Source: an optimization exercise on an open RTL-to-GDS flow (aim: small area, a short achievable clock period and few clock cycles per item). Production flows keep margins and buffers that such runs may drop. In this exercise RTL edits were held to simulation tests only and were not proved equivalent to the original. Power is estimated from default activity; no workload was simulated.

[flow/config.mk]
export PLATFORM = sky130hd
export DESIGN_NAME = axi4l_slv_top
export DESIGN_NICKNAME = axi4l_slv_top
export VERILOG_FILES = /design/flow/design.v
export SDC_FILE = /design/flow/constraint.sdc
export NUM_CORES = 4
export LEC_CHECK = 0
export ABC_AREA = 1
export CAP_MARGIN = 20
export CORE_MARGIN = 2
export CORE_UTILIZATION = 40
export SETUP_SLACK_MARGIN = 1.4
export SLEW_MARGIN = 20
[flow/constraint.sdc]
create_clock -name core_clock -period 3.0 [get_ports {aclk}]
set_input_delay 0.6000 -clock core_clock [delete_from_list [all_inputs] [get_ports {aclk}]]
set_output_delay 0.6000 -clock core_clock [all_outputs]
set_load 0.01 [all_outputs]
[flow/design.v]
`timescale 1 ns / 1 ps
`default_nettype none
module axi4l_slv_top #(
    parameter int ADDR_WIDTH = 12,
    parameter int DATA_WIDTH = 32
) (
    input var                     aclk,
    input var                     aresetn,
    input var  [  ADDR_WIDTH-1:0] s_axi_awaddr,
    input var  [             2:0] s_axi_awprot,
    input var                     s_axi_awvalid,
    output var                    s_axi_awready,
    input var  [  DATA_WIDTH-1:0] s_axi_wdata,
    input var  [DATA_WIDTH/8-1:0] s_axi_wstrb,
    input var                     s_axi_wvalid,
    output var                    s_axi_wready,
    output var [             1:0] s_axi_bresp,
    output var                    s_axi_bvalid,
    input var                     s_axi_bready,
    input var  [  ADDR_WIDTH-1:0] s_axi_araddr,
    input var  [             2:0] s_axi_arprot,
    input var                     s_axi_arvalid,
    output var                    s_axi_arready,
    output var [  DATA_WIDTH-1:0] s_axi_rdata,
    output var [             1:0] s_axi_rresp,
    output var                    s_axi_rvalid,
    input var                     s_axi_rready,
    output var                    irq_reg_irq,
    input var                     reg_irq_bit0,
    output var [            31:0] reg_a_b,
    input var  [            31:0] reg_c_d
);
  logic b_free, wr_hs;
  logic bvalid_q, bidle_q, berr_q;
  assign b_free = bidle_q || s_axi_bready;
  assign s_axi_awready = s_axi_wvalid && b_free;
  assign s_axi_wready = s_axi_awvalid && b_free;
  assign wr_hs = s_axi_awvalid && s_axi_wvalid && b_free;
  logic [9:0] wa;
  logic wa_lo;   
  assign wa = s_axi_awaddr[11:2];
  assign wa_lo = (wa[9:4] == 6'd0);
  logic wr_trap, wr_mask, wr_force, wr_trig, wr_a, wr_ok;
  assign wr_trap = wr_hs && wa_lo && (wa[3:0] == 4'd1);
  assign wr_mask = wr_hs && wa_lo && (wa[3:0] == 4'd2);
  assign wr_force = wr_hs && wa_lo && (wa[3:0] == 4'd3);
  assign wr_trig = wr_hs && wa_lo && (wa[3:0] == 4'd5);
  assign wr_a = wr_hs && wa_lo && (wa[3:0] == 4'd8);
  assign wr_ok = wa_lo && (wa[3:0] <= 4'd5 || wa[3:0] == 4'd8);
  always_ff @(posedge aclk) begin
    if (!aresetn) bvalid_q <= 1'b0;
    else if (wr_hs) bvalid_q <= 1'b1;
    else if (s_axi_bready) bvalid_q <= 1'b0;
  end
  always_ff @(posedge aclk) begin
    if (!aresetn) bidle_q <= 1'b1;
    else if (wr_hs) bidle_q <= 1'b0;
    else if (s_axi_bready) bidle_q <= 1'b1;
  end
  always_ff @(posedge aclk) begin
    if (b_free) berr_q <= !wr_ok;
  end
  assign s_axi_bvalid = bvalid_q;
  assign s_axi_bresp = {berr_q, berr_q};
  logic trap_q, mask_q, trig_q, irq_in_q;
  logic [31:0] a_q;
  logic irq_event;
  always_ff @(posedge aclk) irq_in_q <= reg_irq_bit0;
  assign irq_event = reg_irq_bit0 && (!trig_q || !irq_in_q);
  always_ff @(posedge aclk) begin
    if (!aresetn) trap_q <= 1'b0;
    else
      trap_q <= (trap_q && !(wr_trap && !s_axi_wdata[0])) || (wr_force && s_axi_wdata[0]) ||
          irq_event;
  end
  always_ff @(posedge aclk) begin
    if (!aresetn) mask_q <= 1'b0;
    else if (wr_mask) mask_q <= s_axi_wdata[0];
  end
  always_ff @(posedge aclk) begin
    if (!aresetn) trig_q <= 1'b0;
    else if (wr_trig) trig_q <= s_axi_wdata[0];
  end
  logic a_ld, a_keep;
  assign a_ld = wr_a && aresetn;
  assign a_keep = !wr_a && aresetn;
  always_ff @(posedge aclk) a_q <= ({32{a_ld}} & s_axi_wdata) | ({32{a_keep}} & a_q);
  assign reg_a_b = a_q;
  assign irq_reg_irq = trap_q && mask_q;
  logic rvalid_q, ridle_q, rerr_q, r_free;
  logic [31:0] rdata_q;
  assign r_free = ridle_q || s_axi_rready;
  assign s_axi_arready = r_free;
  logic [9:0] ra;
  logic ra_lo;
  assign ra = s_axi_araddr[11:2];
  assign ra_lo = (ra[9:4] == 6'd0);
  logic ra_ok, rd_a, rd_c;
  assign ra_ok = ra_lo && (ra[3:0] <= 4'd5 || ra[3:0] == 4'd8 || ra[3:0] == 4'd9);
  assign rd_a = ra_lo && (ra[3:0] == 4'd8);
  assign rd_c = ra_lo && (ra[3:0] == 4'd9);
  logic rd_bit0;
  always_comb begin
    case (ra[3:0])
      4'd0: rd_bit0 = trap_q && mask_q;
      4'd1: rd_bit0 = trap_q;
      4'd2: rd_bit0 = mask_q;
      4'd4: rd_bit0 = irq_in_q;
      4'd5: rd_bit0 = trig_q;
      4'd8: rd_bit0 = a_q[0];
      4'd9: rd_bit0 = reg_c_d[0];
      default: rd_bit0 = 1'b0;
    endcase
  end
  always_ff @(posedge aclk) begin
    if (!aresetn) rvalid_q <= 1'b0;
    else if (r_free) rvalid_q <= s_axi_arvalid;
  end
  always_ff @(posedge aclk) begin
    if (!aresetn) ridle_q <= 1'b1;
    else if (r_free) ridle_q <= !s_axi_arvalid;
  end
  logic ld_a, ld_c, r_keep;
  assign ld_a = r_free && rd_a;
  assign ld_c = r_free && rd_c;
  assign r_keep = !r_free;
  always_ff @(posedge aclk) begin
    rdata_q[31:1] <= ({31{ld_a}} & a_q[31:1]) | ({31{ld_c}} & reg_c_d[31:1]) |
        ({31{r_keep}} & rdata_q[31:1]);
    rdata_q[0] <= (r_free && ra_lo && rd_bit0) || (r_keep && rdata_q[0]);
  end
  always_ff @(posedge aclk) begin
    if (r_free) rerr_q <= !ra_ok;
  end
  assign s_axi_rvalid = rvalid_q;
  assign s_axi_rdata = rdata_q;
  assign s_axi_rresp = {rerr_q, rerr_q};
endmodule
`default_nettype wire
[flow/flow/run.sh]
#!/bin/bash
# Standard ORFS layout with these changes:
#  - synthesis maps logic with the ABC script flow/abc_area.script (when present);
#    everything before ABC, so every register and its name, is the standard synthesis;
#  - the cells listed in flow/dont_use.txt (when present) are added to the platform's
#    don't-use list, for synthesis and the resizer (slow many-input OR/NOR gates);
#  - the port buffers are sky130 buf_1 cells instead of buffer_ports' default.
set -euo pipefail
here=$PWD
rm -rf "$here/scripts_abc"
cp -r "$FLOW_HOME/scripts" "$here/scripts_abc"
if [[ -f "$here/flow/abc_area.script" ]]; then
  cp "$here/flow/abc_area.script" "$here/scripts_abc/abc_area.script"
fi
args=()
if [[ -f "$here/flow/dont_use.txt" ]]; then
  base=$(make -s -C "$FLOW_HOME" DESIGN_CONFIG="$here/config.mk" WORK_HOME="$here/orfs" print-DONT_USE_CELLS | sed -n 's/^DONT_USE_CELLS: //p')
  args+=("DONT_USE_CELLS=$base $(tr '\n' ' ' < "$here/flow/dont_use.txt")")
fi
export BUFFER_PORTS_ARGS="-buffer_cell sky130_fd_sc_hd__buf_1"
bash standard.sh SCRIPTS_DIR="$here/scripts_abc" "${args[@]}" synth > synth.log 2>&1
bash standard.sh "${args[@]}" > standard.log 2>&1
[flow/flow/abc_area.script]
strash
&get -n
&dch -f
&nf
&put
topo
stime -c
[flow/flow/dont_use.txt]
sky130_fd_sc_hd__nor3_1
sky130_fd_sc_hd__nor3_2
sky130_fd_sc_hd__nor3_4
sky130_fd_sc_hd__nor3b_1
sky130_fd_sc_hd__nor3b_2
sky130_fd_sc_hd__nor3b_4
sky130_fd_sc_hd__nor4_1
sky130_fd_sc_hd__nor4_2
sky130_fd_sc_hd__nor4_4
sky130_fd_sc_hd__nor4b_1
sky130_fd_sc_hd__nor4b_2
sky130_fd_sc_hd__nor4b_4
sky130_fd_sc_hd__nor4bb_1
sky130_fd_sc_hd__nor4bb_2
sky130_fd_sc_hd__nor4bb_4
sky130_fd_sc_hd__or3_1
sky130_fd_sc_hd__or3_2
sky130_fd_sc_hd__or3_4
sky130_fd_sc_hd__or3b_1
sky130_fd_sc_hd__or3b_2
sky130_fd_sc_hd__or3b_4
sky130_fd_sc_hd__or4_1
sky130_fd_sc_hd__or4_2
sky130_fd_sc_hd__or4_4
sky130_fd_sc_hd__or4b_1
sky130_fd_sc_hd__or4b_2
sky130_fd_sc_hd__or4b_4
sky130_fd_sc_hd__or4bb_1
sky130_fd_sc_hd__or4bb_2
sky130_fd_sc_hd__or4bb_4
[flow/standard.sh]
#!/bin/bash
# synth_recipe.tcl (not shown) runs the flow's synth.tcl, then flattens the netlist and writes it again
# the make line also repeats each setting of config.mk as NAME=value (left out here)
make -C /OpenROAD-flow-scripts/flow DESIGN_CONFIG=/design/flow/config.mk WORK_HOME=/design/flow/orfs CLKGATE_MAP_FILE= SYNTH_SCRIPT=/design/flow/synth_recipe.tcl "${@:-finish}"
==> results of run 1 <==
[path summary, 6_finish.rpt]
path / startpoint / end / slack, ps
hold / removal: reg_irq_bit0 / irq_in_q / 390
setup reg to reg: bidle_q / a_q[5] / 1500
setup / recovery: s_axi_bready / s_axi_wready / 1400
hold reg to reg: rdata_q[0] / rdata_q[0] / 460
[flip-flops by register name, summed over array words and instances (netlist names)]
register / cells
a_q: 32
berr_q: 1
bidle_q: 1
bvalid_q: 1
irq_in_q: 1
mask_q: 1
rdata_q: 32
rerr_q: 1
ridle_q: 1
rvalid_q: 1
trap_q: 1
trig_q: 1
[layout make-up]
cell class / instances / area, um^2
clock buffers: 11 / 152.6
clock inverters: 4 / 25.02
fillers: 595 / 2694
inverters: 3 / 13.76
multi-input cells: 155 / 1217
flip-flops and latches: 74 / 1506
well taps: 77 / 96.34
repair buffers: 173 / 716.9
[critical path: cells and delay by family]
family / cells / cell delay, ps
buffers and inverters: 2 / 230
AND/OR/NAND/NOR: 2 / 160
[through the flow]
step                      std cells  setup slack, ps  instance area [um^2]  hold slack [ps]  power [mW]
after global routing            497             1371                  3729            384.7       1.881
final                           497             1397                  3729            391.4       1.807
after detailed placement        477            866.4                  3455            446.6       1.117
after floorplan                 235             1075                  2739            456.2       1.051
after CTS                       496             1399                  3704            375.9       1.822
after global placement          477            879.4                  3455            434.6       1.116
[cells in the mapped netlist]
library cell,count,area share (%)
a211oi_1,1,0.28
a21boi_0,2,0.56
a21o_1,1,0.28
a21oi_1,3,0.56
a221o_1,31,11
a22o_1,32,10
a2bb2oi_1,1,0.32
a31oi_1,1,0.23
a32oi_1,2,0.65
and2_0,32,7.4
and3_1,2,0.46
and3b_1,1,0.32
and4_1,1,0.32
and4bb_1,2,0.93
buf_4,4,1.1
clkinv_1,3,0.42
dfxtp_1,72,53
edfxtp_1,2,2.2
nand2_1,2,0.28
nand2b_1,2,0.46
nand3b_1,1,0.28
nand4_1,4,0.93
nor2_1,16,2.2
nor2b_1,6,1.4
o211a_1,1,0.37
o21a_1,2,0.56
o21ai_0,3,0.56
o21bai_1,1,0.28
o221ai_1,1,0.32
o311a_1,1,0.37
o41ai_1,2,0.65
[routing by layer]
metal  part of all wire (%)  wire length (um)  GRT usage [%]
met1                     45              3597          24.81
met2                     46              3647          33.69
met3                    7.9               630          5.775
met4                    1.6               128          9.380
met5                      0                 0              0
[logic make-up after synthesis]
logic type	Yosys count
buffers and inverters	7
DFF	74
AOI/OAI and AO/OA	85
and+or+nand+nor	69
[power breakdown]
group,leakage (nW),switching (mW),internal (mW)
Sequential,0.597,0.00364,0.992
Clock,0.0946,0.357,0.346
Combinational,0.675,0.0587,0.0506
[timing repair]
item	in CTS	in global routing
buffers inserted	4	0
pin swaps	3	1
cloned	0	1
resized for setup	14	9
setup endpoints to repair	35	66
==> results.json, run 1 <==
{
  "status": "timing/DRC/antenna clean",
  "fp-row-count": 29,
  "period_minus_slack_ps": 1603,
  "synth_compound_area_share_pct": 27.85,
  "wirelength_um": 8003,
  "initial_core_util_pct": 42.04,
  "viasPerCell": 5.294,
  "drt_iter0_markers": 74,
  "r2r_cells": 5,
  "timing.critical_path.fanout_max": 4,
  "ys_types": 31,
  "slew_headroom_pct": 70.35,
  "cts.sinks": 74,
  "cp-end-kind": "primary output",
  "cts_root_buf": "clkbuf_8",
  "slew_violations": 0,
  "io_buffers": 165,
  "postSynthCellCount": 235,
  "cts_hold_buf": 0,
  "die_h_um": 86.16,
  "synth-adder-area-share_pct": 0,
  "worstPathRequired_ps": 2400,
  "netlist_area_mm2": 0.002700,
  "worst_pin_slew_ps": 444.7,
  "nets": 522,
  "yosysSeqAreaShare_pct": 55.61,
  "dr.pass1.iters": 4,
  "synth-simple-area-share_pct": 15.01,
  "cts_tree": "done",
  "die_area_mm2": 0.007424,
  "cts_buffers": 9,
  "track_usage_pct": 20.49,
  "synth-xor-area-share_pct": 0,
  "drive_above_1_share_pct": 9.762,
  "antenna_found_initial": 0,
  "path_class": "input port to primary output",
  "crit_slowest_cell": "buf_2",
  "yosysWarnings": 1,
  "grt_pass1_wl_um": 11880,
  "muxShareOfSynthArea_pct": 0,
  "syn-num-nets": 341,
  "fmax_ghz": 0.6239,
  "hold_class": "input port to flop",
  "num_antenna_cells": 0,
  "final_cell_mix": "buf_1 (159), dfxtp_1 (68), and2_0 (32), a22o_1 (32), a221o_1 (31)",
  "crit_chain": "buf_8, nor2_4, nor2b_1, buf_2",
  "synth_top_family_by_area": "compound AO/OA/AOI/OAI gates",
  "rsz0062_at_grt": "yes",
  "worstSkewPairLatency_ps": 340,
  "cp.arrival_ps": 1000,
  "ctsHtreeMaxLevel": 3,
  "core_mm2": 0.006422,
  "globalRouteOverflowTotal": 0,
  "pwr_density_cell_mw_per_mm2": 484.5,
  "holdPathStages": 1,
  "die_x_um": 86.16,
  "route.detailed.drc": 0,
  "area_delta_synth_final_pct": 38.09,
  "synth_seq_cells": 74,
  "final_common_cell": "buf_1",
  "syn_avg_cell_area_um2": 11.49,
  "hpwl_um": 5278,
  "critPathLaunchType": "input port",
  "period_share_pct": 53.43,
  "maxCapViolations": 0,
  "cts_buffer_depth": 2,
  "utilization_pct": 58.06,
  "cts.clk_slew.worst_paths_ps": 80,
  "wl_per_cell_um": 16.10,
  "vias": 2631,
  "fin_worst_skew_ps": 11.24,
  "max_stage_delay_ps": 130,
  "grt_max_degree": 34,
  "gp_congestion": 0.7586,
  "ir_drop_v": 0.0002319,
  "grt_pass1_vias": 2492,
  "final_antenna_net_count": 0,
  "total_leakage_power_nw": 1.366,
  "finalHoldViolCount": 0,
  "setup_tns_ps": 0,
  "finalSetupViolations": 0,
  "io_pins": 180
}
Testbench counts, summed over its fixed seeds: cycles 1,608, items 3,200.
==> inputs of run 2 (changes only) <==
==> flow/flow/abc_area.script (replaced) <==
strash
&get -n
&st
&dch -f
&nf
&st
&syn2
&dch -f
&nf
&put
topo
stime -c
==> results.json, run 2 <==
{
  "wirelength_um": 9157,
  "reg2reg_from": "ridle_q",
  "cts_buffers": 9,
  "slew_headroom_pct": 55.69,
  "worstPathRequired_ps": 3110,
  "r2r_cells": 9,
  "worst_pin_slew_ps": 664.7,
  "cts.clk_slew.worst_paths_ps": 80,
  "io_buffers": 165,
  "regArea_mm2": 0.001505,
  "synth_area_leader_cell": "dfxtp_1",
  "io_pins": 180,
  "synth_edf_count": 2,
  "cp-end-kind": "flop",
  "setup_tns_ps": 0,
  "fmax_ghz": 0.6178,
  "area_delta_synth_final_pct": 43.37,
  "setup_ws_ps": 1381,
  "multi_input_comb_area_mm2": 0.001287,
  "path_class": "input port to flop",
  "ys_types": 28,
  "nFillCells": 670,
  "globalRouteOverflowTotal": 0,
  "cts.sinks": 74,
  "synth_top_area_share_pct": 52.65,
  "vias": 2958,
  "finalHoldViolCount": 0,
  "slew_violations": 0,
  "postSynthCellCount": 268,
  "synth_most_common_cell": "dfxtp_1",
  "period_minus_slack_ps": 1619,
  "pwr_density_cell_mw_per_mm2": 505.1,
  "num_antenna_cells": 0,
  "reg2reg_to": "rerr_q",
  "netlist_area_mm2": 0.002738,
  "antenna_found_initial": 0,
  "die_h_um": 86.73,
  "finalSetupViolations": 0,
  "viasPerCell": 5.408,
  "yosysSeqAreaShare_pct": 54.84,
  "cts_buffer_depth": 2,
  "period_share_pct": 53.96,
  "total_leakage_power_nw": 1.523,
  "ys_top_cells_by_area": "dfxtp_1 (53%), a22o_1 (11%), a32oi_1 (10%)",
  "final_common_cell": "buf_1",
  "dp_slack_ps": 770.5,
  "initial_core_util_pct": 40.74,
  "cts_root_buf": "clkbuf_8",
  "drt_iter0_markers": 180,
  "ctsHtreeMaxLevel": 3,
  "reg_top3": "a_q (32), rdata_q (32)",
  "syn-num-nets": 374,
  "syn_avg_cell_area_um2": 10.22,
  "critPathLaunchType": "input port",
  "gp_congestion": 0.8203,
  "holdPathStages": 1,
  "grt_pass1_vias": 2606,
  "min_from": "reg_irq_bit0",
  "die_area_mm2": 0.007522,
  "fin_area_mm2": 0.003925,
  "cts_hold_buf": 0,
  "cts_tree": "done",
  "ir_drop_v": 0.0002291,
  "async_flop_share_pct": 0,
  "cp.arrival_ps": 1730,
  "fin_worst_skew_ps": 9.737,
  "synth_common_cells": "dfxtp_1 (72), nand2_1 (34), a22o_1 (33)",
  "dr.pass1.iters": 4,
  "rsz0062_at_grt": "yes",
  "worstSkewPairLatency_ps": 330,
  "timing.critical_path.fanout_max": 4,
  "synth_top_flop_cell": "dfxtp_1",
  "grt_max_degree": 63,
  "grt_pass1_wl_um": 13500,
  "core_mm2": 0.006719,
  "hpwl_um": 5383,
  "min_to": "irq_in_q",
  "final_cell_mix": "buf_1 (160), dfxtp_1 (69), nand2_1 (34), a22o_1 (33)",
  "hold_class": "input port to flop",
  "rrSetupSlack_ps": 1400,
  "fp-row-count": 30,
  "drive_above_1_share_pct": 11.56,
  "synth_seq_cells": 74,
  "wl_per_cell_um": 16.74,
  "dpl_cell_area_mm2": 0.003473,
  "track_usage_pct": 23.17,
  "die_x_um": 86.73,
  "maxCapViolations": 0,
  "total_power_mw": 1.982,
  "yosysWarnings": 1,
  "nets": 568,
  "status": "timing/DRC/antenna clean",
  "route.detailed.drc": 0,
  "final_antenna_net_count": 0
}
[run 2: cell count changes in the layout (fill, tap and decap cells not counted), moves of 11 or more]
| cell | change |
|---|---|
| a221o_1 | -31 |
| a32oi_1 | +30 |
| and2_0 | -31 |
| buf_4 | +11 |
| nand2_1 | +32 |
| nand3_1 | +32 |
[run 2: worst max path at each step]
stage | cells past startpoint | start | to | slack (ps)
after floorplan | 5 | s_axi_rready | rdata_q[10] | 1040
after global placement | 4 | aresetn | a_q[28] | 760
after detailed placement | 5 | s_axi_bready | a_q[17] | 770
after CTS | 4 | s_axi_bready | s_axi_wready | 1390
after global routing | 5 | s_axi_araddr[7] | rdata_q[29] | 1340
final | 10 | s_axi_rready | rerr_q | 1380
[run 2: through the flow]
stage	utilization [%]	instances	hold WS, ps
2_1_floorplan	-	268	442.3
3_3_place_gp	51.69	511	431.9
3_5_place_dp	51.69	511	436.3
4_1_cts	57.90	544	403.7
5_1_grt	58.42	547	412.3
6_report	58.42	547	414.0
[run 2: repair_timing]
action | CTS | global route
gates resized for setup | 15 | 7
buffers inserted | 15 | 1
cloned | 2 | 2
pin swaps | 3 | 4
endpoints found under the setup margin | 43 | 67
[run 2: layout make-up]
class | count | area share [%]
multi-input combinational | 188 | 32.80
tap | 80 | 2.550
sequential | 74 | 38.35
timing repair buffer | 183 | 20.11
clock buffer | 12 | 3.698
clock inverter | 4 | 1.881
inverter | 6 | 0.6057
[run 2: worst max-delay path: stages]
cell and delay [ps]:
buf_1 100, nor2_4 90, clkinv_2 90, buf_4 130
buf_4 120, buf_4 120, buf_4 120, buf_4 120
buf_4 120, buf_4 120
[run 2: cell families (layout without fill, tap and decap cells)]
group	count (synthesis)	after routing	share of synthesized area (%)
AND/OR/NAND/NOR	103	106	18.14
flip-flops	74	74	54.84
AO/OA/AOI/OAI	81	82	25.09
buffers and inverters	10	205	1.920
[run 2: power by group]
part / total, mW / internal, mW / switching (mW)
logic: 0.141 / 0.0602 / 0.0809
registers: 0.995 / 0.991 / 0.00371
clock network: 0.846 / 0.493 / 0.353
total: 1.98 / 1.54 / 0.438
[run 2: routing by layer]
metal  track usage, %  vias to the layer above  part of all wire (%)
li1                 -                     1455                     -
met1            30.88                     1370                    46
met4            8.097                        0                   1.6
met5                0                        -                     0
met2            38.04                      120                    46
met3            3.810                       13                   6.6
==> inputs of run 3 (changes only) <==
==> flow/flow/abc_area.script (replaced) <==
strash
&get -n
&st
&syn2
&dch -f
&nf
&put
topo
stime -c
==> results.json, run 3 <==
{
  "total_leakage_power_nw": 1.432,
  "fin_area_mm2": 0.003866,
  "cts_tree": "done",
  "grt_max_degree": 35,
  "final_common_cell": "buf_1",
  "path_class": "input port to primary output",
  "fmax_ghz": 0.6287,
  "ir_drop_v": 0.0002003,
  "async_flop_share_pct": 0,
  "io_pins": 180,
  "num_antenna_cells": 0,
  "route.detailed.drc": 0,
  "gp_congestion": 0.7449,
  "utilization_pct": 59.86,
  "worst_pin_slew_ps": 395.9,
  "period_minus_slack_ps": 1591,
  "die_area_mm2": 0.007430,
  "total_power_mw": 2.069,
  "dpl_cell_area_mm2": 0.003446,
  "ys_types": 29,
  "hold_class": "input port to flop",
  "ys_top_cells_by_area": "dfxtp_1 (53%), a221o_1 (11%), a22o_1 (11%)",
  "cts.sinks": 74,
  "final_cell_mix": "buf_1 (159), dfxtp_1 (68), a22o_1 (33), and2_0 (31), a221o_1 (31)",
  "final_antenna_net_count": 0,
  "cp.arrival_ps": 990,
  "period_share_pct": 53.02,
  "die_h_um": 86.20,
  "syn-num-nets": 345,
  "wl_per_cell_um": 16.99,
  "critPathLaunchType": "input port",
  "grt_pass1_wl_um": 12830,
  "syn_avg_cell_area_um2": 11.31,
  "io_buffers": 165,
  "drt_iter0_markers": 122,
  "synth_top_area_share_pct": 53.33,
  "reg_top3": "a_q (32), rdata_q (32)",
  "postSynthCellCount": 239,
  "vias": 2777,
  "fp-row-count": 29,
  "slew_headroom_pct": 73.61,
  "nFillCells": 604,
  "track_usage_pct": 22.44,
  "maxCapViolations": 0,
  "worstSkewPairLatency_ps": 350,
  "cts_root_buf": "clkbuf_8",
  "synth_common_cells": "dfxtp_1 (72), a22o_1 (33), and2_0 (32)",
  "yosysSeqAreaShare_pct": 55.56,
  "dp_slack_ps": 793.3,
  "cts_buffers": 9,
  "synth_edf_count": 2,
  "pwr_density_cell_mw_per_mm2": 535.0,
  "status": "timing/DRC/antenna clean",
  "hpwl_um": 5465,
  "worstPathRequired_ps": 2400,
  "cts.clk_slew.worst_paths_ps": 70,
  "antenna_found_initial": 0,
  "synth_area_leader_cell": "dfxtp_1",
  "initial_core_util_pct": 41.84,
  "synth_most_common_cell": "dfxtp_1",
  "hold_ws_ps": 379.1,
  "synth_top_flop_cell": "dfxtp_1",
  "slew_violations": 0,
  "fin_worst_skew_ps": 7.795,
  "drive_above_1_share_pct": 11.83,
  "finalSetupViolations": 0,
  "globalRouteOverflowTotal": 0,
  "area_delta_synth_final_pct": 43.06,
  "synth_seq_cells": 74,
  "dpl.cell_count": 480,
  "cts_buffer_depth": 2,
  "yosysWarnings": 1,
  "die_x_um": 86.20,
  "core_mm2": 0.006459,
  "finalHoldViolCount": 0,
  "cp-end-kind": "primary output",
  "timing.critical_path.fanout_max": 3,
  "dr.pass1.iters": 4,
  "instances_no_fill": 508,
  "setup_ws_ps": 1409,
  "ctsHtreeMaxLevel": 3,
  "wirelength_um": 8631,
  "viasPerCell": 5.467,
  "netlist_area_mm2": 0.002703,
  "rsz0062_at_grt": "yes",
  "setup_tns_ps": 0,
  "grt_pass1_vias": 2521,
  "nets": 532
}
## run 3: cell types whose count changed after synthesis, sizes merged, moves of 4 or more
cell   change
nor2b      +4
a221o     +31
nand2     -31
a32oi     -32
and2      +31
nand3     -32
## run 3: logic make-up after synthesis
group | after synthesis | synth area share (%)
buffers and inverters | 11 | 2.084
and+or+nand+nor | 69 | 14.68
AOI/OAI and AO/OA | 85 | 27.69
DFF | 74 | 55.56
## run 3: routing by layer
| layer | part of all wire, % | wire length (um) | up-vias | track usage [%] |
|---|---|---|---|---|
| met5 | 0 | 0 | - | 0 |
| met4 | 1.1 | 94 | 0 | 6.818 |
| met3 | 8.2 | 710 | 10 | 6.381 |
| met2 | 46 | 4010 | 129 | 36.15 |
| met1 | 44 | 3816 | 1321 | 29.37 |
| li1 | - | - | 1317 | - |
## run 3: final timing paths
path                     start            end  slack, ps  cells after the start
setup / recovery  s_axi_bready  s_axi_awready       1410                      4
hold / removal    reg_irq_bit0       irq_in_q        380                      1
setup reg to reg       bidle_q        a_q[15]       1450                      5
hold reg to reg     rdata_q[0]     rdata_q[0]        470                      2
## run 3: layout make-up
cell class	instances	area (um^2)	area share, %
timing repair buffer	178	750.7	19.42
inverter	7	28.78	0.7443
sequential	74	1506	38.96
clock buffer	13	191.4	4.951
multi-input combinational	156	1227	31.75
clock inverter	3	65.06	1.683
tap	77	96.34	2.492
## run 3: worst max-delay path, cell delays in order
cell and delay [ps]:
buf_8 100, nor2_4 110, nor2b_1 50, buf_2 130
## run 3: power by group
group,internal (mW),switching [mW]
Sequential,0.992,0.00342
Combinational,0.0521,0.0643
Clock,0.592,0.366
Total,1.64,0.433
## run 3: repair_timing
| item | CTS | global route |
|---|---|---|
| endpoints found under the setup margin | 59 | 43 |
| hold buffers | 0 | 0 |
| setup buffers | 4 | 6 |
| pin swaps | 3 | 2 |
| cloned | 1 | 1 |
| resized for setup | 20 | 8 |
==> inputs of run 4 (changes only) <==
==> flow/flow/abc_area.script (replaced) <==
strash
&get -n
&dch
&nf
&put
topo
stime -c
==> results.json, run 4 <==
{
  "yosysSeqAreaShare_pct": 55.56,
  "synth_common_cells": "dfxtp_1 (72), and3_1 (34), a22o_1 (33)",
  "cts.sinks": 74,
  "utilization_pct": 58.52,
  "hold_class": "input port to flop",
  "final_antenna_net_count": 0,
  "num_antenna_cells": 0,
  "io_buffers": 165,
  "die_area_mm2": 0.007430,
  "slew_headroom_pct": 70.50,
  "dp_slack_ps": 861.4,
  "ys_top_cells_by_area": "dfxtp_1 (53%), a221o_1 (11%), a22o_1 (11%)",
  "fin_worst_skew_ps": 9.924,
  "crit_chain": "buf_6, nor2_4, nor2b_1, buf_2",
  "slew_violations": 0,
  "die_x_um": 86.20,
  "path_class": "input port to primary output",
  "maxCapViolations": 0,
  "hpwl_um": 5290,
  "syn-num-nets": 344,
  "wirelength_um": 8528,
  "path_buf_inv": 2,
  "antenna_found_initial": 0,
  "grt_max_degree": 35,
  "nets": 529,
  "syn_avg_cell_area_um2": 11.36,
  "wl_per_cell_um": 16.89,
  "gp_congestion": 0.7444,
  "total_leakage_power_nw": 1.542,
  "fp-row-count": 29,
  "worstSkewPairLatency_ps": 330,
  "track_usage_pct": 20.93,
  "reg_top3": "a_q (32), rdata_q (32)",
  "viasPerCell": 5.404,
  "ys_types": 28,
  "io_pins": 180,
  "cp.arrival_ps": 1000,
  "cts_buffer_depth": 2,
  "crit_slowest_cell": "buf_2",
  "status": "timing/DRC/antenna clean",
  "cts.clk_slew.worst_paths_ps": 80,
  "async_flop_share_pct": 0,
  "die_h_um": 86.20,
  "max_stage_delay_ps": 130,
  "final_common_cell": "buf_1",
  "netlist_area_mm2": 0.002703,
  "vias": 2729,
  "setup_ws_ps": 1402,
  "rsz0062_at_grt": "yes",
  "synth_edf_count": 2,
  "grt_pass1_wl_um": 12120,
  "pwr_density_cell_mw_per_mm2": 510.9,
  "synth_top_area_share_pct": 53.33,
  "postSynthCellCount": 238,
  "multi_input_comb_area_mm2": 0.001225,
  "hold_ws_ps": 399.1,
  "finalSetupViolations": 0,
  "regArea_mm2": 0.001505,
  "cts_buffers": 9,
  "cts_root_buf": "clkbuf_8",
  "dr.pass1.iters": 4,
  "grt_pass1_vias": 2457,
  "ir_drop_v": 0.0002293,
  "fmax_ghz": 0.6259,
  "synth_seq_cells": 74,
  "synth_most_common_cell": "dfxtp_1",
  "cp-end-kind": "primary output",
  "area_delta_synth_final_pct": 39.86,
  "core_mm2": 0.006459,
  "drive_above_1_share_pct": 10.28,
  "setup_tns_ps": 0,
  "ctsHtreeMaxLevel": 3,
  "route.detailed.drc": 0,
  "cts_tree": "done",
  "synth_area_leader_cell": "dfxtp_1",
  "period_share_pct": 53.26,
  "period_minus_slack_ps": 1598,
  "worstPathRequired_ps": 2400,
  "cp_top_family": "buffers and inverters",
  "nFillCells": 635,
  "worst_pin_slew_ps": 442.5,
  "yosysWarnings": 1,
  "drt_iter0_markers": 79,
  "synth_top_flop_cell": "dfxtp_1",
  "globalRouteOverflowTotal": 0,
  "finalHoldViolCount": 0,
  "timing.critical_path.fanout_max": 3,
  "final_cell_mix": "buf_1 (159), dfxtp_1 (69), and3_1 (33), a22o_1 (33), a221o_1 (31)",
  "critPathLaunchType": "input port",
  "initial_core_util_pct": 41.84
}
[run 4: kinds of logic (layout without fill, tap and decap cells)]
family / count (synthesis) / in the layout / synth area share, %
simple gates: 72 / 75 / 15.37
compound gates: 84 / 84 / 27.41
flops: 74 / 74 / 55.56
buf+inv: 8 / 195 / 1.667
[run 4: worst paths after layout]
path | startpoint | to | slack (ps) | depth (start not counted)
worst max-delay path | s_axi_bready | s_axi_wready | 1400 | 4
worst min-delay path | reg_irq_bit0 | irq_in_q | 400 | 1
worst max register to register | ridle_q | rdata_q[26] | 1520 | 5
worst min register to register | rvalid_q | rvalid_q | 480 | 2
[run 4: routing by layer]
layer  track usage [%]  vias to the layer above  wire length, um
met1             24.72                     1274             3709
met4             8.523                        0              143
met3             4.190                       10              565
li1                  -                     1341                -
met2             37.14                      104             4109
met5                 0                        -                0
[run 4: timing repair]
action,in CTS,in global routing
endpoints found under the setup margin,66,67
pin swaps,3,2
buffers inserted,3,4
gates resized for setup,13,8
hold buffers,0,0
gates cloned,1,2
[run 4: where the power goes]
part	internal, mW	switching [mW]	total [mW]
Clock	0.461	0.359	0.819
Sequential	0.991	0.00359	0.995
Combinational	0.0519	0.0653	0.117
[run 4: stage by stage]
step	std cells	area [um^2]	power, mW
2_1_floorplan	238	2731	1.054
3_3_place_gp	479	3440	1.121
3_5_place_dp	479	3440	1.121
4_1_cts	499	3721	1.939
5_1_grt	505	3780	2.003
6_report	505	3780	1.931
[run 4: layout make-up]
class / instances / area share, %
clock buffers: 13 / 4.502
clock inverters: 3 / 1.159
inverters: 4 / 0.4634
multi-input cells: 159 / 32.41
flip-flops and latches: 74 / 39.82
well taps: 77 / 2.549
repair buffers: 175 / 19.10
==> inputs of run 5 (changes only) <==
==> flow/flow/abc_area.script (replaced) <==
strash
&get -n
&dch
&nf -R 1000
&put
topo
stime -c
==> results.json, run 5 <==
{
  "maxCapViolations": 0,
  "setup_tns_ps": 0,
  "final_common_cell": "buf_1",
  "cp.arrival_ps": 1090,
  "syn_avg_cell_area_um2": 9.674,
  "worstSkewPairLatency_ps": 340,
  "ctsHtreeMaxLevel": 3,
  "synth_area_leader_cell": "dfxtp_1",
  "async_flop_share_pct": 0,
  "worstPathRequired_ps": 2400,
  "dr.pass1.iters": 4,
  "ys_top_cells_by_area": "dfxtp_1 (55%), a22o_1 (11%), nand2_1 (9.8%)",
  "nFillCells": 578,
  "viasPerCell": 5.038,
  "area_delta_synth_final_pct": 48.31,
  "drive_above_1_share_pct": 12.77,
  "fin_worst_skew_ps": 8.563,
  "crit_slowest_cell": "dfxtp_2",
  "route.detailed.drc": 0,
  "cts.sinks": 74,
  "internal_power_mw": 1.569,
  "path_class": "flop to primary output",
  "critPathLaunchType": "flop",
  "cts_buffer_depth": 2,
  "pwr_density_cell_mw_per_mm2": 509.1,
  "instances_no_fill": 547,
  "cts_tree": "done",
  "grt_pass1_vias": 2412,
  "rsz0062_at_grt": "yes",
  "holdPathStages": 1,
  "fp-row-count": 29,
  "vias": 2756,
  "final_cell_mix": "buf_1 (158), dfxtp_1 (69), nand2_1 (68), a22oi_1 (32), a22o_1 (32)",
  "track_usage_pct": 21.26,
  "gp_congestion": 0.7501,
  "cts_root_buf": "clkbuf_8",
  "slew_violations": 0,
  "syn-num-nets": 378,
  "pwr-share-comb_pct": 6.5,
  "die_area_mm2": 0.007243,
  "grt_max_degree": 34,
  "globalRouteOverflowTotal": 0,
  "ir_drop_v": 0.0003256,
  "dpl.cell_count": 514,
  "cts_hold_buf": 0,
  "num_antenna_cells": 0,
  "yosysSeqAreaShare_pct": 57.06,
  "synth_common_cells": "dfxtp_1 (72), nand2_1 (69), a22o_1 (32), a22oi_1 (32), nor2_1 (19)",
  "io_pins": 180,
  "r2r_cells": 10,
  "ys_types": 24,
  "netlist_area_mm2": 0.002631,
  "slew_headroom_pct": 74.86,
  "reg_top3": "a_q (32), rdata_q (32)",
  "yosysWarnings": 1,
  "clockPowerShare_pct": 43.4,
  "wl_per_cell_um": 14.98,
  "finalSetupViolations": 0,
  "synth_most_common_cell": "dfxtp_1",
  "die_x_um": 85.11,
  "fmax_ghz": 0.5908,
  "crit_chain": "nor2_4, inv_4, and2_4, buf_6",
  "max_stage_delay_ps": 340,
  "die_h_um": 85.11,
  "hold_ws_ps": 422.4,
  "synth_top_area_share_pct": 54.78,
  "cp-end-kind": "primary output",
  "wirelength_um": 8194,
  "p_sw_mw": 0.4181,
  "initial_core_util_pct": 41.44,
  "synth_seq_cells": 74,
  "period_minus_slack_ps": 1693,
  "grt_pass1_wl_um": 11930,
  "synth_top_flop_cell": "dfxtp_1",
  "postSynthCellCount": 272,
  "core_mm2": 0.006350,
  "hpwl_um": 5314,
  "power_frac_seq_pct": 50.1,
  "final_antenna_net_count": 0,
  "finalHoldViolCount": 0,
  "period_share_pct": 56.42,
  "drt_iter0_markers": 107,
  "sw_frac_of_total_pct": 21.04,
  "cts.clk_slew.worst_paths_ps": 70,
  "hold_class": "input port to flop",
  "worst_pin_slew_ps": 377.1,
  "cts_buffers": 9,
  "status": "timing/DRC/antenna clean",
  "io_buffers": 165,
  "antenna_found_initial": 0,
  "nets": 573,
  "total_leakage_power_nw": 1.563,
  "synth_edf_count": 2,
  "timing.critical_path.fanout_max": 4
}
[run 5: final cells by class]
type | count | area [um^2] | share of cell area [%]
multi-input cells | 193 | 1179 | 30.20
inverters | 4 | 22.52 | 0.5771
repair buffers | 185 | 877.1 | 22.48
flip-flops and latches | 74 | 1505 | 38.57
clock inverters | 4 | 73.82 | 1.892
clock buffers | 10 | 148.9 | 3.815
well taps | 77 | 96.34 | 2.469
[run 5: what timing repair did]
action	in CTS	in global routing
endpoints found under the setup margin	66	53
gates cloned	3	1
resized for setup	14	17
buffers inserted	6	9
pin swaps	6	13
[run 5: worst paths after layout]
path                                endpoint  slack, ps    startpoint
worst min register to register   rdata_q[29]        450       a_q[29]
worst max register to register        a_q[0]       1400       bidle_q
worst min-delay path                irq_in_q        420  reg_irq_bit0
worst max-delay path            s_axi_wready       1310       bidle_q
[run 5: metrics by stage]
stage	util (%)	power, mW	cell area, um^2	setup slack, ps
finish	61.46	1.987	3902	1307
global route	61.46	2.072	3902	1260
CTS	59.00	1.992	3746	1271
detailed placement	53.67	1.118	3408	888.8
global placement	53.67	1.117	3408	891.4
floorplan	-	1.052	2693	1192
[run 5: cells by family after synthesis]
| family | count (synthesis) | share of synthesized area (%) |
|---|---|---|
| buffers and inverters | 8 | 1.712 |
| DFF | 74 | 57.06 |
| and+or+nand+nor | 106 | 17.17 |
| AOI/OAI and AO/OA | 84 | 24.06 |
[run 5: power by group through the flow]
stage	clock network (mW)	registers [mW]	logic (mW)
after floorplan	0	1.02	0.0338
after global placement	0	1.02	0.0996
after detailed placement	0	1.02	0.100
after CTS	0.881	0.995	0.116
after global routing	0.935	0.996	0.142
final	0.861	0.995	0.130
[run 5: worst max-delay path: cells and delay by family (launching register included)]
| family | cells | cell delay, ps |
|---|---|---|
| buffers and inverters | 2 | 160 |
| DFF | 1 | 340 |
| and+or+nand+nor | 2 | 260 |
[run 5: per-layer routing]
| metal | GRT usage [%] | wire length, um |
|---|---|---|
| met5 | 0 | 0 |
| met4 | 9.668 | 147 |
| met3 | 6.031 | 604 |
| met2 | 35.51 | 3981 |
| met1 | 25.35 | 3461 |
==> inputs of run 6 (changes only) <==
==> flow/flow/abc_area.script (replaced) <==
strash
&get -n
&dch -f
&nf -R 1000
&put
topo
stime -c
--- a/flow/config.mk
+++ b/flow/config.mk
@@ -9,5 +9,4 @@
 export CAP_MARGIN = 20
 export CORE_MARGIN = 2
 export CORE_UTILIZATION = 40
-export SETUP_SLACK_MARGIN = 1.4
 export SLEW_MARGIN = 20
==> results.json, run 6 <==
{
  "status": "timing/DRC/antenna clean",
  "cts.sinks": 74,
  "rsz0062_at_grt": "no",
  "wl_per_cell_um": 14.18,
  "critPathLaunchType": "input port",
  "period_minus_slack_ps": 2006,
  "ys_types": 25,
  "antenna_found_initial": 0,
  "async_flop_share_pct": 0,
  "worstPathRequired_ps": 3280,
  "synth-simple-area-share_pct": 17.54,
  "cp_top_family": "simple AND/OR/NAND/NOR gates",
  "cts_root_buf": "clkbuf_8",
  "nFillCells": 645,
  "globalRouteOverflowTotal": 0,
  "slew_headroom_pct": 66.45,
  "cts_buffers": 9,
  "synth-xor-area-share_pct": 0,
  "met2_length_um": 3567,
  "yosysWarnings": 1,
  "timing.critical_path.fanout_max": 22,
  "cp-end-kind": "flop",
  "utilization_pct": 56.39,
  "cts.clk_slew.worst_paths_ps": 80,
  "yosysSeqAreaShare_pct": 57.03,
  "nets": 558,
  "io_buffers": 165,
  "route.detailed.drc": 0,
  "slew_violations": 0,
  "crit_chain": "buf_1, nor2_1, clkinv_1, and3_1, nand2_1, nor2_1, and2_1, buf_4, a22o_1",
  "drt_iter0_markers": 110,
  "path_class": "input port to flop",
  "final_antenna_net_count": 0,
  "cts_setup_buffers": 0,
  "synth_common_cells": "dfxtp_1 (72), nand2_1 (71), a22o_1 (32)",
  "wirelength_um": 7573,
  "track_usage_pct": 20.75,
  "cts_resized": 0,
  "cts_tree": "done",
  "ir_drop_v": 0.0003040,
  "die_area_mm2": 0.007246,
  "final_common_cell": "buf_1",
  "netlist_area_mm2": 0.002633,
  "synth_seq_cells": 74,
  "total_leakage_power_nw": 1.391,
  "setup_tns_ps": 0,
  "crit_slowest_cell": "and2_1",
  "finalHoldViolCount": 0,
  "syn_avg_cell_area_um2": 9.643,
  "synth_top_flop_cell": "dfxtp_1",
  "grt_max_degree": 34,
  "dr.pass1.iters": 4,
  "fp-row-count": 29,
  "grt_pass1_vias": 2532,
  "wirelength_met1_um": 3164,
  "vias": 2716,
  "cts_buffer_depth": 2,
  "pwr_density_cell_mw_per_mm2": 505.0,
  "cp_common_cell": "nor2_1",
  "cts_hold_buf": 0,
  "finalSetupViolations": 0,
  "dpl.cell_count": 518,
  "dpl_cell_area_mm2": 0.003393,
  "routed.top_layer": "met4",
  "hpwl_um": 5583,
  "wl_met3_um": 676,
  "die_h_um": 85.13,
  "path_buf_inv": 3,
  "viasPerCell": 5.086,
  "final_cell_mix": "buf_1 (165), dfxtp_1 (72), nand2_1 (71), a22o_1 (32), a22oi_1 (31)",
  "max_stage_delay_ps": 420,
  "synth-adder-area-share_pct": 0,
  "instances_no_fill": 534,
  "ctsHtreeMaxLevel": 3,
  "num_antenna_cells": 0,
  "synth_most_common_cell": "dfxtp_1",
  "core_mm2": 0.006350,
  "syn-num-nets": 379,
  "fin_worst_skew_ps": 8.921,
  "postSynthCellCount": 273,
  "drive_above_1_share_pct": 5.908,
  "synth_top_family_by_area": "compound AO/OA/AOI/OAI gates",
  "reg_top3": "a_q (32), rdata_q (32)",
  "synth_area_leader_cell": "dfxtp_1",
  "hold_class": "input port to flop",
  "period_share_pct": 66.86,
  "cp.arrival_ps": 2290,
  "muxShareOfSynthArea_pct": 0,
  "synth_top_area_share_pct": 54.75,
  "fin_area_mm2": 0.003581,
  "total_power_mw": 1.808,
  "grt_pass1_wl_um": 11980,
  "synth_compound_area_share_pct": 23.57,
  "area_delta_synth_final_pct": 36.03,
  "die_x_um": 85.13,
  "worst_pin_slew_ps": 502.7,
  "io_pins": 180,
  "maxCapViolations": 0,
  "ys_top_cells_by_area": "dfxtp_1 (55%), a22o_1 (11%), nand2_1 (10%)",
  "synth_edf_count": 2,
  "gp_congestion": 0.7541,
  "worstSkewPairLatency_ps": 340,
  "initial_core_util_pct": 41.46,
  "fmax_ghz": 0.4985
}
[run 6: cell count changes in the layout (fill, tap and decap cells not counted), sizes merged, moves of 2 or more]
cell | previous run | this run
clkinv | 3 | 6
nor2b | 5 | 2
o21ai | 10 | 7
bufinv | 2 | 0
nand2 | 69 | 71
buf | 183 | 172
nand3b | 2 | 4
[run 6: report_power, final]
part,internal [mW],switching (mW),leakage [nW]
clock,0.348,0.370,0.0924
combinational,0.0427,0.0542,0.702
sequential,0.991,0.00268,0.597
[run 6: through the flow]
step	hold slack, ps	setup WS (ps)
6_report	383.6	994.1
5_1_grt	390.7	775.2
4_1_cts	374.9	960.5
3_5_place_dp	453.0	602.4
3_3_place_gp	437.1	636.7
2_1_floorplan	461.8	360.1
[run 6: kinds of logic after synthesis]
| logic type | after synthesis |
|---|---|
| and+or+nand+nor | 109 |
| DFF | 74 |
| AOI/OAI and AO/OA | 81 |
| buffers and inverters | 9 |
[run 6: worst paths after layout]
check	start	end	slack, ps	depth (start not counted)
worst max-delay path	s_axi_bready	a_q[14]	990	9
worst min-delay path	reg_irq_bit0	irq_in_q	380	1
worst min register to register	rdata_q[0]	rdata_q[0]	470	2
worst max register to register	bidle_q	a_q[14]	1030	8
[run 6: worst register-to-register path: stages (launching register included)]
cell      delay, ps
dfxtp_1         320
nor2_1           50
clkinv_1         70
and3_1          200
nand2_1         130
nor2_1          180
and2_1          420
buf_4           350
a22o_1          180
[run 6: area by class of cell]
class                           instances  area [um^2]  share of cell area (%)
Clock buffer                           11        151.4                   4.228
Timing Repair Buffer                  172        684.4                   19.11
Tap cell                               77        96.34                   2.690
Inverter                                5        18.77                  0.5241
Clock inverter                          5        36.28                   1.013
Sequential cell                        74         1501                   41.93
Multi-Input combinational cell        190         1092                   30.50
[run 6: routing by layer]
metal  vias up  global-route usage (%)
met4         0                   8.802
li1       1352                       -
met2       114                   34.09
met1      1235                   25.78
met5         -                       0
met3        15                   5.447
==> inputs of run 7 (changes only) <==
--- a/flow/config.mk
+++ b/flow/config.mk
@@ -9,4 +9,5 @@
 export CAP_MARGIN = 20
 export CORE_MARGIN = 2
 export CORE_UTILIZATION = 40
+export SETUP_SLACK_MARGIN = 1.0
 export SLEW_MARGIN = 20
==> results.json, run 7 <==
{
  "worstSkewPairLatency_ps": 330,
  "hold_class": "input port to flop",
  "fin_area_mm2": 0.003631,
  "cp-end-kind": "flop",
  "worst_pin_slew_ps": 391.4,
  "cp.arrival_ps": 2140,
  "grt_pass1_wl_um": 12010,
  "synth-xor-area-share_pct": 0,
  "pwr_density_cell_mw_per_mm2": 529.9,
  "cts.clk_slew.worst_paths_ps": 80,
  "vias": 2688,
  "cts_buffers": 9,
  "syn-num-nets": 379,
  "period_share_pct": 62.32,
  "slew_headroom_pct": 73.85,
  "die_x_um": 85.13,
  "worstPathRequired_ps": 3270,
  "core_mm2": 0.006350,
  "antenna_found_initial": 0,
  "nets": 557,
  "io_pins": 180,
  "wirelength_um": 7530,
  "route.detailed.drc": 0,
  "ir_drop_v": 0.0002874,
  "cts_buffer_depth": 2,
  "synth_top_family_by_area": "compound AO/OA/AOI/OAI gates",
  "slew_violations": 0,
  "cts_root_buf": "clkbuf_8",
  "wl_per_cell_um": 14.13,
  "track_usage_pct": 20.95,
  "synth_seq_cells": 74,
  "finalSetupViolations": 0,
  "muxShareOfSynthArea_pct": 0,
  "synth_edf_count": 2,
  "netlist_area_mm2": 0.002633,
  "synth-simple-area-share_pct": 17.54,
  "min_from": "reg_irq_bit0",
  "syn_avg_cell_area_um2": 9.643,
  "fp-row-count": 29,
  "postSynthCellCount": 273,
  "final_antenna_net_count": 0,
  "ctsHtreeMaxLevel": 3,
  "setup_ws_ps": 1130,
  "synth_top_flop_cell": "dfxtp_1",
  "path_class": "input port to flop",
  "synth_common_cells": "dfxtp_1 (72), nand2_1 (71), a22o_1 (32)",
  "viasPerCell": 5.043,
  "drt_iter0_markers": 114,
  "dr.pass1.iters": 4,
  "yosysWarnings": 1,
  "grt_max_degree": 34,
  "synth_area_leader_cell": "dfxtp_1",
  "crit_slowest_cell": "nor2b_4",
  "instances_no_fill": 533,
  "critPathLaunchType": "input port",
  "ys_types": 25,
  "reg2reg_from": "bidle_q",
  "final_common_cell": "buf_1",
  "status": "timing/DRC/antenna clean",
  "max_stage_delay_ps": 360,
  "crit_start": "s_axi_bready",
  "hold_ws_ps": 395.4,
  "path_buf_inv": 3,
  "drive_above_1_share_pct": 5.921,
  "io_buffers": 165,
  "async_flop_share_pct": 0,
  "maxCapViolations": 0,
  "final_cell_mix": "buf_1 (165), dfxtp_1 (72), nand2_1 (71), a22o_1 (32), a22oi_1 (31)",
  "dp_slack_ps": 723.4,
  "gp_congestion": 0.7485,
  "initial_core_util_pct": 41.46,
  "total_power_mw": 1.924,
  "cp_common_cell": "nor2_1",
  "fmax_ghz": 0.5349,
  "reg_top3": "a_q (32), rdata_q (32)",
  "dpl.cell_count": 517,
  "synth-adder-area-share_pct": 0,
  "period_minus_slack_ps": 1870,
  "die_area_mm2": 0.007246,
  "cp_top_family": "simple AND/OR/NAND/NOR gates",
  "timing.critical_path.fanout_max": 19,
  "finalHoldViolCount": 0,
  "setup_tns_ps": 0,
  "yosysSeqAreaShare_pct": 57.03,
  "globalRouteOverflowTotal": 0,
  "synth_most_common_cell": "dfxtp_1",
  "num_antenna_cells": 0,
  "total_leakage_power_nw": 1.417,
  "synth_top_area_share_pct": 54.75,
  "cts_setup_buffers": 0,
  "hpwl_um": 5517,
  "area_delta_synth_final_pct": 37.93,
  "rsz0062_at_grt": "no",
  "grt_pass1_vias": 2546,
  "dpl_cell_area_mm2": 0.003410,
  "synth_compound_area_share_pct": 23.57,
  "cts_tree": "done",
  "die_h_um": 85.13,
  "nFillCells": 653,
  "cts.sinks": 74,
  "fin_worst_skew_ps": 7.890,
  "crit_chain": "buf_1, nor2_1, clkinv_1, and3_1, nand2_1, nor2_1, nor2b_4, buf_12, a22o_1",
  "utilization_pct": 57.18,
  "ys_top_cells_by_area": "dfxtp_1 (55%), a22o_1 (11%), nand2_1 (10%)"
}
## run 7: final cells by class
type / instances / area, um^2 / share of cell area [%]
clock buffer: 11 / 162.7 / 4.480
clock inverter: 5 / 57.56 / 1.585
inverter: 5 / 18.77 / 0.5169
multi-input combinational: 190 / 1105 / 30.43
sequential: 74 / 1501 / 41.35
tap: 77 / 96.34 / 2.653
timing repair buffer: 171 / 689.4 / 18.99
## run 7: repair_timing
action                                  CTS  global route
hold buffers                              0             0
gates resized for setup                   0             1
endpoints found under the hold margin     0             0
endpoints found under the setup margin    0             1
## run 7: per-layer routing
metal | routed length (um) | up-vias | track usage [%]
met1 | 3119 | 1219 | 26.46
li1 | - | 1349 | -
met5 | 0 | - | 0
met3 | 583 | 10 | 4.475
met2 | 3706 | 110 | 35.16
met4 | 121 | 0 | 7.937
## run 7: worst paths after layout
path	to	slack [ps]	cells past startpoint
setup / recovery	a_q[2]	1130	9
setup reg to reg	a_q[2]	1170	8
hold / removal	irq_in_q	400	1
hold reg to reg	rdata_q[0]	460	2
## run 7: power by group
part | internal, mW | switching (mW)
clock | 0.460 | 0.373
sequential | 0.991 | 0.00288
combinational | 0.0435 | 0.0545
total | 1.49 | 0.430
## run 7: kinds of logic after synthesis
group / Yosys count
buffers and inverters: 9
AOI/OAI and AO/OA: 81
and+or+nand+nor: 109
DFF: 74
==> inputs of run 8 (changes only) <==
--- a/flow/config.mk
+++ b/flow/config.mk
@@ -9,5 +9,5 @@
 export CAP_MARGIN = 20
 export CORE_MARGIN = 2
 export CORE_UTILIZATION = 40
-export SETUP_SLACK_MARGIN = 1.0
+export SETUP_SLACK_MARGIN = 1.2
 export SLEW_MARGIN = 20
==> results.json, run 8 <==
{
  "ctsHtreeMaxLevel": 3,
  "period_share_pct": 58.29,
  "vias": 2714,
  "slew_headroom_pct": 69.05,
  "final_common_cell": "buf_1",
  "ys_types": 25,
  "final_cell_mix": "buf_1 (163), dfxtp_1 (72), nand2_1 (69), a22o_1 (32), a22oi_1 (31)",
  "grt_max_degree": 34,
  "wirelength_um": 7874,
  "wl_per_cell_um": 14.69,
  "hpwl_um": 5351,
  "cts_buffers": 9,
  "slew_violations": 0,
  "path_class": "input port to primary output",
  "drive_above_1_share_pct": 8.497,
  "cts_hold_buf": 0,
  "die_h_um": 85.13,
  "dr.pass1.iters": 4,
  "yosysSeqAreaShare_pct": 57.03,
  "die_x_um": 85.13,
  "die_area_mm2": 0.007246,
  "ys_top_cells_by_area": "dfxtp_1 (55%), a22o_1 (11%), nand2_1 (10%)",
  "maxCapViolations": 0,
  "final_antenna_net_count": 0,
  "muxShareOfSynthArea_pct": 0,
  "period_minus_slack_ps": 1749,
  "postSynthCellCount": 273,
  "cts.sinks": 74,
  "synth_area_leader_cell": "dfxtp_1",
  "pwr_density_cell_mw_per_mm2": 520.9,
  "area_delta_synth_final_pct": 40.02,
  "async_flop_share_pct": 0,
  "grt_pass1_vias": 2609,
  "synth_compound_area_share_pct": 23.57,
  "initial_core_util_pct": 41.46,
  "synth_common_cells": "dfxtp_1 (72), nand2_1 (71), a22o_1 (32)",
  "synth_top_area_share_pct": 54.75,
  "setup_tns_ps": 0,
  "ir_drop_v": 0.0003044,
  "antenna_found_initial": 0,
  "reg_top3": "a_q (32), rdata_q (32)",
  "worstSkewPairLatency_ps": 340,
  "syn_avg_cell_area_um2": 9.643,
  "critPathLaunchType": "input port",
  "synth-adder-area-share_pct": 0,
  "cts.clk_slew.worst_paths_ps": 70,
  "cts_buffer_depth": 2,
  "hold_ws_ps": 394.9,
  "synth_edf_count": 2,
  "total_leakage_power_nw": 1.437,
  "rsz0062_at_grt": "no",
  "fp-row-count": 29,
  "grt_pass1_wl_um": 12310,
  "finalHoldViolCount": 0,
  "cts_root_buf": "clkbuf_8",
  "synth_seq_cells": 74,
  "worstPathRequired_ps": 2400,
  "route.detailed.drc": 0,
  "fmax_ghz": 0.5718,
  "synth_most_common_cell": "dfxtp_1",
  "io_pins": 180,
  "finalSetupViolations": 0,
  "synth-simple-area-share_pct": 17.54,
  "cts_tree": "done",
  "nets": 561,
  "cp-end-kind": "primary output",
  "synth_top_family_by_area": "compound AO/OA/AOI/OAI gates",
  "viasPerCell": 5.063,
  "yosysWarnings": 1,
  "hold_class": "input port to flop",
  "io_buffers": 165,
  "worst_pin_slew_ps": 463.1,
  "status": "timing/DRC/antenna clean",
  "drt_iter0_markers": 92,
  "fin_worst_skew_ps": 7.180,
  "syn-num-nets": 379,
  "cp.arrival_ps": 1150,
  "timing.critical_path.fanout_max": 4,
  "synth_top_flop_cell": "dfxtp_1",
  "core_mm2": 0.006350,
  "track_usage_pct": 21.41,
  "netlist_area_mm2": 0.002633,
  "synth-xor-area-share_pct": 0,
  "num_antenna_cells": 0,
  "gp_congestion": 0.7568,
  "globalRouteOverflowTotal": 0
}
==> run 8: report_power, final <==
group	leakage [nW]	total (mW)	switching (mW)	internal, mW
clock network	0.107	0.819	0.355	0.464
logic	0.734	0.107	0.0580	0.0492
registers	0.597	0.994	0.00317	0.991
total	1.44	1.92	0.416	1.50
==> run 8: routing by layer <==
| metal | vias up | track usage [%] | routed length (um) |
|---|---|---|---|
| li1 | 1355 | - | - |
| met1 | 1237 | 26.35 | 3349 |
| met2 | 106 | 35.80 | 3746 |
| met3 | 16 | 4.864 | 590 |
| met4 | 0 | 9.524 | 187 |
| met5 | - | 0 | 0 |
==> run 8: per-stage QoR <==
step | std cells | power (mW) | setup slack [ps] | area (um^2) | utilization, %
after detailed placement | 516 | 1.118 | 802.9 | 3410 | 53.69
after floorplan | 273 | 1.051 | 1206 | 2686 | -
final | 536 | 1.920 | 1251 | 3686 | 58.05
after global placement | 516 | 1.117 | 861.5 | 3410 | 53.69
after global routing | 536 | 1.997 | 1201 | 3686 | 58.05
after CTS | 533 | 1.933 | 1216 | 3630 | 57.16
==> run 8: what timing repair did <==
| item | CTS | global route |
|---|---|---|
| hold endpoints to repair | 0 | 0 |
| setup endpoints to repair | 16 | 33 |
| gates cloned | 0 | 1 |
| gates resized for setup | 0 | 9 |
| pin swaps | 0 | 3 |
| buffers inserted | 2 | 2 |
==> run 8: area by class of cell <==
type | count | area (um^2)
clock buffers | 10 | 127.6
clock inverters | 5 | 77.57
fillers | 637 | 2664
inverters | 5 | 26.28
multi-input cells | 191 | 1149
flip-flops and latches | 74 | 1501
well taps | 77 | 96.34
repair buffers | 174 | 708.2
==> run 8: worst paths after layout <==
check,cells past startpoint,startpoint,slack (ps),endpoint
setup / recovery,5,s_axi_bready,1250,s_axi_awready
hold reg to reg,2,rdata_q[0],450,rdata_q[0]
hold / removal,1,reg_irq_bit0,390,irq_in_q
setup reg to reg,7,bidle_q,1390,a_q[17]
==> run 8: worst max-delay path, cell delays in order <==
cell and delay, ps:
clkbuf_2 110, nor2_4 130, inv_4 40, and2_0 140
buf_1 120
==> run 8: logic make-up after synthesis <==
kind of cell,after synthesis
DFF,74
buffers and inverters,9
AOI/OAI and AO/OA,81
and+or+nand+nor,109
==> inputs of run 9 (changes only) <==
==> flow/flow/abc_area.script (replaced) <==
strash
dch -f
amap
topo
stime -c
==> results.json, run 9 <==
{
  "reg_top3": "a_q (32), rdata_q (32)",
  "timing.critical_path.fanout_max": 4,
  "final_cell_mix": "buf_1 (165), clkinv_1 (105), dfxtp_1 (72), o22ai_1 (32), a222oi_1 (31)",
  "clockPowerShare_pct": 45.5,
  "synth_seq_cells": 74,
  "cts.clk_slew.worst_paths_ps": 80,
  "antenna_found_initial": 0,
  "async_flop_share_pct": 0,
  "cp.arrival_ps": 1110,
  "setup_tns_ps": 0,
  "cts.sinks": 74,
  "fmax_ghz": 0.5833,
  "final_common_cell": "buf_1",
  "ir_drop_v": 0.0003418,
  "ys_top_cells_by_area": "dfxtp_1 (52%), clkinv_1 (14%), a222oi_1 (11%)",
  "period_minus_slack_ps": 1714,
  "cts_root_buf": "clkbuf_8",
  "initial_core_util_pct": 40.88,
  "total_leakage_power_nw": 1.300,
  "sw_frac_of_total_pct": 21.78,
  "hold_class": "input port to flop",
  "fin_area_mm2": 0.003825,
  "fin_worst_skew_ps": 11.26,
  "syn-num-nets": 414,
  "die_area_mm2": 0.007545,
  "critPathLaunchType": "input port",
  "yosysWarnings": 1,
  "cp-end-kind": "primary output",
  "ctsHtreeMaxLevel": 3,
  "worstSkewPairLatency_ps": 340,
  "cts_buffer_depth": 2,
  "worst_pin_slew_ps": 486.9,
  "viasPerCell": 4.913,
  "grt_pass1_wl_um": 11060,
  "nets": 595,
  "netlist_area_mm2": 0.002746,
  "gp_congestion": 0.8337,
  "postSynthCellCount": 308,
  "cts_hold_buf": 0,
  "io_buffers": 165,
  "area_delta_synth_final_pct": 39.27,
  "status": "timing/DRC/antenna clean",
  "slew_violations": 0,
  "die_h_um": 86.86,
  "cts_buffers": 9,
  "wl_per_cell_um": 13.54,
  "drive_above_1_share_pct": 6.897,
  "route.detailed.drc": 0,
  "power_frac_seq_pct": 48.9,
  "synth_most_common_cell": "clkinv_1",
  "track_usage_pct": 18.89,
  "synth_common_cells": "clkinv_1 (106), dfxtp_1 (72), o22ai_1 (32)",
  "synth_top_flop_cell": "dfxtp_1",
  "finalHoldViolCount": 0,
  "slew_headroom_pct": 67.46,
  "utilization_pct": 56.93,
  "hpwl_um": 5289,
  "dpl_cell_area_mm2": 0.003510,
  "pwr_density_cell_mw_per_mm2": 532.2,
  "p_sw_mw": 0.4434,
  "grt_pass1_vias": 2402,
  "dr.pass1.iters": 6,
  "multi_input_comb_area_um2": 892.1,
  "ys_types": 21,
  "regArea_mm2": 0.001501,
  "die_x_um": 86.86,
  "grt_max_degree": 32,
  "nFillCells": 662,
  "synth_edf_count": 2,
  "worstPathRequired_ps": 2400,
  "drt_iter0_markers": 163,
  "path_class": "input port to primary output",
  "yosysSeqAreaShare_pct": 54.67,
  "cts_tree": "done",
  "rsz0062_at_grt": "no",
  "core_mm2": 0.006719,
  "internal_power_mw": 1.592,
  "period_share_pct": 57.15,
  "num_antenna_cells": 0,
  "synth_top_area_share_pct": 52.48,
  "fp-row-count": 30,
  "io_pins": 180,
  "pwr-share-comb_pct": 5.6,
  "synth_area_leader_cell": "dfxtp_1",
  "syn_avg_cell_area_um2": 8.917,
  "maxCapViolations": 0,
  "final_antenna_net_count": 0,
  "vias": 2815,
  "wirelength_um": 7758,
  "finalSetupViolations": 0,
  "globalRouteOverflowTotal": 0
}
==> run 9: cell types whose count changed after synthesis, sizes merged, moves of 30 or more <==
cell    change
clkinv    +101
nand2      -66
a22o       -32
o22ai      +32
a222oi     +31
a22oi      -30
==> run 9: worst paths after layout <==
path,endpoint,slack [ps],cells past startpoint,start
hold reg to reg,rdata_q[0],460,2,rdata_q[0]
setup reg to reg,a_q[6],1430,7,bidle_q
setup / recovery,s_axi_awready,1290,4,s_axi_bready
hold / removal,irq_in_q,380,1,reg_irq_bit0
==> run 9: worst max-delay path, cell delays in order <==
cell     delay [ps]
buf_1           170
nor2_4           70
nor2b_4         120
buf_1           150
==> run 9: layout make-up <==
type                       instances  share of cell area [%]
clock buffer                       9                   3.238
clock inverter                     6                   3.042
tap                               80                   2.617
timing repair buffer             172                   18.09
inverter                         106                   10.44
multi-input combinational        126                   23.32
sequential                        74                   39.25
==> run 9: metrics by stage <==
step	instances	setup slack [ps]	hold WS (ps)	power, mW
finish	573	1286	380.9	2.036
global route	573	1236	378.7	2.107
CTS	569	1182	367.0	2.058
detailed placement	552	820.5	450.9	1.129
global placement	552	867.7	444.6	1.127
floorplan	308	927.5	469.2	1.063
==> run 9: per-layer routing <==
| layer | vias to the layer above | share of wire, % | GRT usage (%) |
|---|---|---|---|
| met5 | - | 0 | 0 |
| met4 | 0 | 0.92 | 7.813 |
| met3 | 8 | 8.3 | 4.171 |
| met2 | 125 | 48 | 31.85 |
| met1 | 1263 | 42 | 23.31 |
| li1 | 1419 | - | - |
==> run 9: power by group through the flow <==
stage | logic, mW | registers, mW | clock network [mW]
floorplan | 0.0450 | 1.02 | 0
global placement | 0.109 | 1.02 | 0
detailed placement | 0.111 | 1.02 | 0
CTS | 0.113 | 0.994 | 0.950
global route | 0.128 | 0.995 | 0.984
finish | 0.114 | 0.994 | 0.927
==> run 9: kinds of logic after synthesis <==
kind of cell           count (synthesis)  share of synthesized area, %
AO/OA/AOI/OAI                         80                         22.64
AND/OR/NAND/NOR                       44                         7.107
flip-flops                            74                         54.67
buffers and inverters                110                         15.58
==> run 9: what timing repair did <==
action                                  4_1_cts  5_1_grt
endpoints found under the setup margin        2       57
gates cloned                                  0        2
buffers inserted                              2        2
pin swaps                                     1        3
resized for setup                             0        5

what the ideal ports hide:
Ports are ideal in the flow. The routed layouts listed here were re-timed in OpenROAD. Step 1, drivers: a clkbuf_16 drives aclk and a buf_2 each remaining input, both assumed. Step 2 moves the port delays by t, midway between the first and last clock arrival at a register: inputs arrive t later, outputs are due t later. That takes back most of the time a late clock gives input paths. a / b / c = ideal ports / drivers / drivers and shift; a / b = the first two.
| run | t (ns) | slack for setup (ns) | worst setup path after step 2 |
|---|---|---|---|
| run 1 | 0.362 | 1.397 / 1.358 / 1.134 | input to register |
| run 2 | 0.362 | 1.381 / 1.353 / 1.030 | input to register |
| run 3 | 0.374 | 1.409 / 1.369 / 1.071 | input to register |
| run 4 | 0.357 | 1.402 / 1.372 / 1.149 | input to register |
| run 5 | 0.363 | 1.307 / 1.275 / 1.030 | input to register |
| run 6 | 0.362 | 0.994 / 0.999 / 0.637 | input to register |
| run 7 | 0.358 | 1.130 / 1.141 / 0.783 | input to register |
| run 8 | 0.363 | 1.251 / 1.231 / 0.988 | input to register |
| run 9 | 0.362 | 1.286 / 1.262 / 0.995 | input to register |
After both steps setup and hold are still met in every run listed. The setup slack of run 6, which loses most, moves by +0.005 ns with the drivers and by -0.357 ns with both steps.
